Background: an optimization exercise with open tools, aiming at small area, a short achievable clock period and few clock cycles per item. Do not read the settings as production practice.
Function was checked by simulation only, so behaviour that the tests miss may differ from the original.
Power figures rest on the tool's default switching activity, not on a simulated workload.

## indigo
==> flow/design.v <==
`timescale 1ns / 1ps
module montgomery(
  input           clk,
  input           resetn,
  input           start,
  input  [380:0]  in_a,
  input  [380:0]  in_b,
  input  [380:0]  in_m,
  input           out_read,
  output [380:0]  result,
  output reg      done
);
  localparam W = 386;    
  reg  [383:0] S;        
  reg  [383:0] C;        
  reg          corr;     
  reg        m_it;       
  reg        m_rs;       
  reg        first;      
  reg        safe;       
  reg  [7:0] cnt;        
  reg        d_one, d_two, d_neg;        
  reg        q_one, q_two, q_neg;        
  reg        k_one, y_neg;               
  reg        n_hi, n_lo, cur_hi;         
  reg  [2:0]   b_lo;
  reg  [3:0]   m_lo;
  reg  [4:0]   m_hi;
  wire [W-1:0] Bx = {{(W-381){1'b0}}, in_b[380:3], b_lo};
  wire [W-1:0] Mx = {{(W-381){1'b0}}, in_m[380:4], m_lo};
  wire [1:0]   u     = S[383:382] + C[383:382];
  wire [W-1:0] S_ext = {{(W-383){u[1]}}, u[0], S[381:0]};
  wire [W-1:0] C_ext = {{(W-382){1'b0}}, C[381:0]};
  wire [W-1:0] S_in = m_it ? S_ext : m_rs ? {S_ext[W-3:0], 2'b00} : {W{1'b0}};
  wire [W-1:0] C_in = m_it ? C_ext : m_rs ? {C_ext[W-3:0], 2'b00} : {W{1'b0}};
  wire [W-1:0] Zoc = (({W{d_one}} & Bx) | ({W{d_two}} & {Bx[W-2:0], 1'b0})) ^ {W{d_neg}};
  wire [W-1:0] X;
  assign X[0]       = corr & m_it;
  assign X[1]       = Zoc[0];
  assign X[2]       = Zoc[1] | (corr & m_rs);
  assign X[W-1:3]   = Zoc[W-2:2];
  wire [W-1:0] Ysel = ({W{q_one}} & Mx) | ({W{q_two}} & {Mx[W-2:0], 1'b0})
                    | ({W{k_one}} & {Mx[W-3:0], 2'b00});
  wire [W-1:0] Y;
  assign Y[0]     = q_one;
  assign Y[1]     = Ysel[1] ^ q_neg;
  assign Y[2]     = (Ysel[2] & ~k_one) ^ q_neg | k_one;
  assign Y[W-1:3] = Ysel[W-1:3] ^ {(W-3){y_neg}};
  wire [W-1:0] sum1 = S_in ^ C_in ^ X;
  wire [W-1:0] cy1  = {(S_in[W-2:0] & C_in[W-2:0]) | (S_in[W-2:0] & X[W-2:0]) | (C_in[W-2:0] & X[W-2:0]), d_neg};
  wire [W-1:0] P    = sum1 ^ cy1 ^ Y;
  wire [W-1:0] Q    = {(sum1[W-2:0] & cy1[W-2:0]) | (sum1[W-2:0] & Y[W-2:0]) | (cy1[W-2:0] & Y[W-2:0]), d_neg};
  wire [383:0] S_next = P[W-1:2];
  wire [383:0] C_next = Q[W-1:2];
  wire         corr_next = P[1] | P[0];
  wire         cz     = ~|C[381:0];
  wire         sgn    = u[1];
  wire last = (cnt == 8'd192);
  wire go   = ~m_it & ~m_rs & start;
  function [2:0] booth(input hi, input lo, input pr);
    begin
      booth[0] = lo ^ pr;                            
      booth[1] = (hi & ~lo & ~pr) | (~hi & lo & pr);  
      booth[2] = hi & ~(lo & pr);                     
    end
  endfunction
  wire [2:0] nd = m_it ? booth(n_hi, n_lo, cur_hi) : booth(in_a[1], in_a[0], 1'b0);
  wire [511:0] ax = {131'b0, in_a};
  wire [7:0]   cnt_next = go ? 8'd2 : cnt + 8'd1;
  reg  [11:0]  g_hi, g_lo;
  integer gi;
  always @(posedge clk) begin
    for (gi = 0; gi < 12; gi = gi + 1) begin
      g_hi[gi] <= ax[{gi[3:0], cnt_next[3:0], 1'b1}];
      g_lo[gi] <= ax[{gi[3:0], cnt_next[3:0], 1'b0}];
    end
  end
  wire a_hi = g_hi[cnt[7:4]];
  wire a_lo = g_lo[cnt[7:4]];
  wire [1:0] t0;
  assign t0[0] = P[2] ^ Q[2] ^ corr_next;
  assign t0[1] = ((P[2] & Q[2]) | (P[2] & corr_next) | (Q[2] & corr_next))
               ^ P[3] ^ Q[3] ^ (nd[0] & b_lo[0]);
  wire [1:0] qq = m_it ? {t0[1] ^ (t0[0] & ~m_lo[1]), t0[0]}
                       : {in_a[0] & in_b[0], 1'b0};
  wire [8:0] vh   = {1'b0, ~S_ext[383], S_ext[382:376]} + {3'd0, C[381:376]} + 9'd1;
  wire conf   = m_hi[4];
  wire est_hi = conf & (vh >= {4'd4, m_hi});             
  wire est_lo = conf & (vh <= 9'd127);                     
  wire to_it = go | (m_it & ~last);
  always @(posedge clk) begin
    S    <= S_next;
    C    <= C_next;
    corr <= corr_next;
    n_hi   <= m_it ? a_hi : in_a[3];
    n_lo   <= m_it ? a_lo : in_a[2];
    cur_hi <= m_it ? n_hi : in_a[1];
    if (~m_it & ~m_rs) begin
      b_lo <= in_b[2:0];
      m_lo <= in_m[3:0];
      m_hi <= in_m[380:376];
    end
  end
  always @(posedge clk or negedge resetn) begin
    if (!resetn) begin
      m_it <= 1'b0; m_rs <= 1'b0; first <= 1'b0; safe <= 1'b0; done <= 1'b0;
      cnt <= 8'd0;
      d_one <= 1'b0; d_two <= 1'b0; d_neg <= 1'b0;
      q_one <= 1'b0; q_two <= 1'b0; q_neg <= 1'b0;
      k_one <= 1'b0; y_neg <= 1'b0;
    end else begin
      d_one <= to_it & nd[0];
      d_two <= to_it & nd[1];
      d_neg <= to_it & nd[2];
      q_one <= to_it & qq[0];
      q_two <= to_it & (qq == 2'd2);
      q_neg <= to_it & (qq == 2'd3);
      cnt   <= cnt_next;
      k_one <= 1'b0;
      y_neg <= to_it & (qq == 2'd3);
      if (go) begin
        m_it <= 1'b1;
      end else if (m_it) begin
        if (last) begin
          m_it  <= 1'b0;
          m_rs  <= 1'b1;
          first <= 1'b1;
        end
      end else if (m_rs & ~done) begin
        if (first) begin
          first <= 1'b0;
          safe  <= conf;
          k_one <= est_hi | est_lo;
          y_neg <= est_hi;
        end else if (cz & ~k_one) begin
          if (sgn) begin
            k_one <= 1'b1;
            safe  <= 1'b1;
          end else if (safe) begin
            done  <= 1'b1;
          end else begin
            k_one <= 1'b1;
            y_neg <= 1'b1;
            safe  <= 1'b1;
          end
        end
      end else if (done & out_read) begin
        done <= 1'b0;
        m_rs <= 1'b0;
      end
    end
  end
  assign result = S[380:0];
endmodule
export LEC_CHECK = 0
export CAP_MARGIN = 20
export CORE_MARGIN = 2
export CORE_UTILIZATION = 30
export CTS_CLUSTER_DIAMETER = 90
export CTS_CLUSTER_SIZE = 25
export SLEW_MARGIN = 20
create_clock -name core_clock -period 10.0 [get_ports {clk}]
standard.sh (not shown) runs the stock make flow with config.mk's settings and CLKGATE_MAP_FILE= SYNTH_SCRIPT=/design/flow/synth_recipe.tcl, a recipe that flattens the netlist after the stock synthesis.
==> flow/flow/run.sh <==
#!/bin/bash
set -euo pipefail
export BUFFER_PORTS_ARGS="-buffer_cell sky130_fd_sc_hd__buf_1"
export SETUP_SLACK_MARGIN=6.5
bash standard.sh finish > standard_flow.log 2>&1
indigo ran to completion and came out clean on the timing, DRC and antenna checks.
Testbench counts of indigo, summed over its fixed seeds: cycles 38,216, items 192.
--- input diff indigo..fjord ---
Settings: removing CTS_CLUSTER_SIZE (formerly 25); removing CTS_CLUSTER_DIAMETER (formerly 90); changing SLEW_MARGIN from 20 to 40; changing CAP_MARGIN from 20 to 40.
==> notes.md <==
- Delta (fjord minus indigo): routed wire length roughly the same, area taken by flip-flops and latches roughly the same.
- fjord vs. indigo: share of cell area taken by multi-input logic gates decreased 1.3 points; total power increased about 3.8%.
- Row portion of total power attributed to the clock network: fjord higher / indigo lower
- Looking at wire length of the first global-routing pass across both flows, fjord is the weaker of the two, with indigo ahead.
- Register fraction of the total cell area: fjord < indigo
[inputs] xenon vs fjord
Settings: SLEW_MARGIN now 20, was 40; CORE_ASPECT_RATIO now 0.5, previously not set; CAP_MARGIN now 20, was 40; CTS_CLUSTER_DIAMETER now 100, previously not set; CTS_CLUSTER_SIZE now 20, previously not set.
==> comparison <==
- Per the comparison of xenon with fjord, width of the die now larger, standby leakage power fell by 3.3%, minimum period implied by the final worst setup slack went up.
- In the tables for fjord and xenon, largest fanout of any net on the critical path reads lower with fjord.

========
== build 12 ==
Starts from the design.v that is shown in full above.
export LEC_CHECK = 0
export CAP_MARGIN = 20
export CORE_MARGIN = 2
export CORE_UTILIZATION = 30
export CTS_CLUSTER_DIAMETER = 100
export CTS_CLUSTER_SIZE = 20
export SLEW_MARGIN = 20
create_clock -name core_clock -period 10.0 [get_ports {clk}]
==> flow/flow/run.sh <==
#!/bin/bash
set -euo pipefail
export BUFFER_PORTS_ARGS="-buffer_cell sky130_fd_sc_hd__buf_1"
export POST_GLOBAL_PLACE_TCL="$PWD/flow/move_port_buffers.tcl"
export SETUP_SLACK_MARGIN=6.5
bash standard.sh finish > standard_flow.log 2>&1
==> flow/flow/move_port_buffers.tcl <==
# After global placement: put each output port buffer on top of the cell
# that drives it, and each input port buffer at the centre of the cells it
# drives, so that the buffer (not a flip-flop, nor the port) drives the long
# wire between the port and the logic.  Detailed placement legalizes them.
set block [ord::get_db_block]
set n_out 0
set n_in 0
foreach bt [$block getBTerms] {
  set net [$bt getNet]
  if {$net == "NULL"} continue
  set io [$bt getIoType]
  foreach it [$net getITerms] {
    set buf [$it getInst]
    if {![string match "*buf*" [[$buf getMaster] getName]]} continue
    # the buffer's other net
    set onet "NULL"
    foreach bit [$buf getITerms] {
      set n2 [$bit getNet]
      if {$n2 != "NULL" && $n2 != $net && [$n2 getSigType] == "SIGNAL"} { set onet $n2 }
    }
    if {$onet == "NULL"} continue
    set sx 0
    set sy 0
    set cnt 0
    foreach oit [$onet getITerms] {
      set c [$oit getInst]
      if {$c == $buf} continue
      if {$io == "OUTPUT" && ![$oit isOutputSignal]} continue
      if {$io == "INPUT" && ![$oit isInputSignal]} continue
      set loc [$c getLocation]
      set sx [expr {$sx + [lindex $loc 0]}]
      set sy [expr {$sy + [lindex $loc 1]}]
      incr cnt
    }
    if {$cnt == 0} continue
    $buf setLocation [expr {$sx / $cnt}] [expr {$sy / $cnt}]
    if {$io == "OUTPUT"} { incr n_out } else { incr n_in }
  }
}
puts "move_port_buffers: moved $n_out output and $n_in input buffers"
Testbench counts of build 12, summed over its fixed seeds: cycles 38,216, items 192.
[inputs] build 53 vs build 12
==> flow/flow/run.sh <==
#!/bin/bash
set -euo pipefail
export BUFFER_PORTS_ARGS="-buffer_cell sky130_fd_sc_hd__buf_1"
export CTS_ARGS="-sink_clustering_enable -repair_clock_nets -sink_clustering_size 20 -sink_clustering_max_diameter 100 -buf_list sky130_fd_sc_hd__buf_12"
export SETUP_SLACK_MARGIN=6.5
bash standard.sh cts > standard_flow.log 2>&1
export SETUP_SLACK_MARGIN=6.7
bash standard.sh finish > standard_flow_finish.log 2>&1
removed: flow/flow/move_port_buffers.tcl
## What came out
- For sum of met3 wire segment lengths after detailed routing, dividing the value from build 53 by the value from build 12 gives 0.908.
- Going from build 12 to build 53, total power grew slightly.
- Relative to build 12, HPWL reported at the end of detailed placement has decreased by 11 mm in build 53.
- Build 53 ends up with a post-route standard cell area excluding fillers that is about 2% higher than in build 12.
- Global-route usage came out lower on build 53 than on build 12.
- Comparing build 12 and build 53, count of clock-buffer cells in the layout is higher on build 12.
- Between build 12 and build 53, the count of buffers not belonging to the clock network in the layout is lower for build 12.
- Power share of the sequential group came out higher on build 53 than on build 12.
- Against build 12, build 53 comes in 130 lower on number of instances resized during post-cts repair.
Changes in build 93 relative to build 53:
==> flow/flow/run.sh <==
#!/bin/bash
# Standard ORFS layout (the standard.sh), with these changes:
#  - the port buffers are buf_1 cells instead of buffer_ports' default pick;
set -euo pipefail
export BUFFER_PORTS_ARGS="-buffer_cell sky130_fd_sc_hd__buf_1"
export SETUP_SLACK_MARGIN=6.5
bash standard.sh cts > standard_flow.log 2>&1
export SETUP_SLACK_MARGIN=6.62
bash standard.sh finish > standard_flow_finish.log 2>&1
==> notes.md <==
Relative to build 53, aggregate routed wire length has gone down in build 93.
Build 93 -> build 53: wire length of the first global-routing pass flat
In build 93 the share of total power in the clock network turned out 0.3 points higher than in build 53.

## afterwards: timing with drivers on the ports
The results above use ideal ports. As a check the final layouts listed here were re-extracted and re-timed, cells and wires unchanged. Step 1, drivers: a clkbuf_16 drives clk and a buf_2 each remaining input, both assumed. Step 2 adds t to the input delays and takes it off the output delays; t is the mean of the earliest and latest rising clock arrival at the registers after step 1. Input paths then give back, and output paths get back, about the clock's delay inside the block. a / b / c = ideal ports / drivers / drivers and shift; a / b = the first two.
run | t (ns) | setup WS [ns] | worst setup path after step 2 | clock arrival spread, ns | cell pins on the clock port's net
indigo | 0.818 | 6.507 / 6.413 / 5.736 | input to register | 0.049 / 0.049 | 1
fjord | 0.829 | 6.495 / 6.400 / 5.695 | input to register | 0.070 / 0.070 | 1
xenon | 0.773 | 6.375 / 6.406 / 5.661 | input to register | 0.099 / 0.098 | 1
build 12 | 0.817 | 6.400 / 6.299 / 5.482 | input to register | 0.096 / 0.096 | 1
build 53 | 0.758 | 6.698 / 6.598 / 5.840 | input to register | 0.069 / 0.069 | 1
build 93 | 0.811 | 6.607 / 6.507 / 5.696 | input to register | 0.063 / 0.063 | 1
After both steps setup and hold are still met in every run listed. The setup slack of build 12, which loses most, moves by -0.101 ns with the drivers and by -0.918 ns with both steps.
